This design comes from an exercise in tuning for a short achievable clock period and few clock cycles on the open sky130 flow, not from production work.
At most, simulation tests tie the RTL to the original design; equivalence was not proved.
Power and IR drop assume default switching activity.

Setup of trial 76:
// PMIPSL0
module PMIPSL0(
	imemaddr,	 
	dmemaddr,	 
	dmemwdata,	 
	dmemwrite,	 
	dmemread,	 
	clock,
	imemrdata,	 
	dmemrdata,	 
	reset		 
	);
For scale: about 1700 cells after synthesis, roughly 85 I/O pins.
Settings: LEC_CHECK=0, ABC_CLOCK_PERIOD_IN_PS=2000, CAP_MARGIN=20, CORE_MARGIN=2, CORE_UTILIZATION=40, PLACE_DENSITY=0.6, SLEW_MARGIN=20, TNS_END_PERCENT=100; clock period 8.0 ns.
standard.sh (not shown) runs the stock make flow with config.mk's settings and CLKGATE_MAP_FILE= SYNTH_SCRIPT=/design/flow/synth_recipe.tcl, a recipe that flattens the netlist after the stock synthesis.
==> flow/flow/run.sh <==
#!/bin/bash
# Standard ORFS layout, with timing repair aimed below the real clock period
# (the SDC is unchanged; only repair_timing's setup margin is larger).
set -euo pipefail
MARGIN=${MARGIN:-5.6}
bash standard.sh SETUP_SLACK_MARGIN=$MARGIN TNS_END_PERCENT=100 finish > standard_flow.log 2>&1
Testbench counts of trial 76, summed over its fixed seeds: cycles 110,368.
What trial 77 does differently from trial 76 at the input level:
--- a/flow/design.v
+++ b/flow/design.v
@@ -147,20 +147,20 @@
 wire [15:8] id_hip = id_phi + 8'd1;
 wire [15:8] id_him = id_phi - 8'd1;
 wire [15:8] id_bhi = id_ins[6] ? (id_blo[7] ? id_phi : id_him)
                                : (id_blo[7] ? id_hip : id_phi);
 wire [15:1] id_btgt = {id_bhi, id_blo[6:0]};
 reg stall_r;
 wire stall = id_valid & stall_r;
 wire [15:0] A = ex_a;
 wire [15:0] B = ex_b;
-wire [15:0] sum  = ksadd(A, B, 1'b0);
-wire [15:0] diff = ksadd(A, ~B, 1'b1);
+wire [15:0] sum  = A + B;
+wire [15:0] diff = A - B;
 wire [15:0] andv = A & B;
 wire [15:0] sltv = {15'd0, diff[15]};
 wire [15:0] alu = ({16{ex_sel_sum}}  & sum)
                 | ({16{ex_sel_diff}} & diff)
                 | ({16{ex_sel_slt}}  & sltv)
                 | ({16{ex_sel_and}}  & andv);
 wire eq = (A == B);
 wire ex_redirect = (ex_cbeq & eq) | ex_bad;
 wire a_ex = ex_rw & (ex_dest == rs);
==> run summary <==
Taking trial 76 as the reference, in trial 77 final worst-path setup slack has decreased; net switching share of the total power moved down; switching power total now smaller; post-detailed-placement half-perimeter wirelength now sits lower.
The cell area of trial 77 was superior to that of trial 76.
The RTL of trial 77 was laid out without a check of its function.

Another version of the RTL of PMIPSL0 (not shown whole).
Size in the first run: ~1700 cells after synthesis, roughly 470 flip-flops.
==> flow/config.mk <==
export PLATFORM = sky130hd
export DESIGN_NAME = PMIPSL0
export DESIGN_NICKNAME = PMIPSL0
export VERILOG_FILES = /design/flow/design.v
export SDC_FILE = /design/flow/constraint.sdc
export NUM_CORES = 4
export LEC_CHECK = 0
export ABC_CLOCK_PERIOD_IN_PS = 2000
export CAP_MARGIN = 20
export CORE_MARGIN = 2
export CORE_UTILIZATION = 40
export PLACE_DENSITY = 0.6
export SLEW_MARGIN = 20
export TNS_END_PERCENT = 100
==> flow/constraint.sdc <==
create_clock -name core_clock -period 8.0 [get_ports {clock}]
set_input_delay 1.6000 -clock core_clock [delete_from_list [all_inputs] [get_ports {clock}]]
set_output_delay 1.6000 -clock core_clock [all_outputs]
set_load 0.01 [all_outputs]
Scripts as last shown in full above: flow/flow/run.sh
Then changed:
--- a/flow/design.v
+++ b/flow/design.v
@@ -10,25 +10,25 @@
 	reset		 
 	);
 output [15:0] imemaddr;
 output [15:0] dmemaddr;
 output [15:0] dmemwdata;
 output dmemwrite;
 output dmemread;
 input [16:0] imemrdata;
 input [15:0] dmemrdata;
 input clock;
 input reset;
 parameter NB = 4;	 
-localparam NBW = (NB > 1) ? $clog2(NB) : 1;
+localparam NBW = 2;	 
 integer i;
 function [15:0] ksadd;
 	input [15:0] a;
 	input [15:0] b;
 	input cin;
 	reg [15:0] g, p, gg, pp, g2, p2;
 	integer k, d;
 	begin
 		g = a & b;
 		p = a ^ b;
 		gg = g;
 		pp = p;
=> The new run finished clean. Worst setup slack stays the same. Combinational power hardly moves. Sequential cell count stays the same. Via count is unchanged. Fmax stays the same. Clock skew is unchanged. Sequential share of layout area stays the same. Total power does not change. Wire length stays the same. Sequential power is about the same. First-iteration DRC count stays the same. Die area is unchanged. Utilization is unchanged. Synthesized area is unchanged.
Testbench counts after the change, summed over its fixed seeds: cycles 111,632.
No functional check of the RTL was part of the first run of this note.

## afterwards: timing with drivers on the ports
Ports are ideal in the flow. The routed layouts listed here were re-timed in OpenROAD.
Step 1 (the two cells are an assumption about what drives the block):
set clk [get_ports {clock}]
set_driving_cell -lib_cell sky130_fd_sc_hd__clkbuf_16 $clk
set_driving_cell -lib_cell sky130_fd_sc_hd__buf_2 [delete_from_list [all_inputs] $clk]
Step 2 adds t to the input delays and takes it off the output delays; t is the mean of the earliest and latest rising clock arrival at the registers after step 1. Input paths then give back, and output paths get back, about the clock's delay inside the block.
Three values: ideal, step 1, step 2; two values: the first two.
run	t (ns)	setup WS [ns]	hold WS [ns]	worst setup path at the end	slew at the worst register clock pin (ns)
trial 76	0.645	5.118 / 5.118 / 4.643	0.324 / 0.324 / 0.324	input to register	0.07 / 0.07
trial 77	0.633	5.079 / 5.079 / 4.707	0.322 / 0.322 / 0.322	input to register	0.07 / 0.07
the first run of note 2	0.643	5.221 / 5.196 / 4.769	0.326 / 0.326 / 0.326	input to register	0.07 / 0.07
the second run of note 2	0.643	5.221 / 5.196 / 4.769	0.326 / 0.326 / 0.326	input to register	0.07 / 0.07
After both steps setup and hold are still met in every run listed. The setup slack of trial 76, which loses most, moves by 0.000 ns with the drivers and by -0.475 ns with both steps.
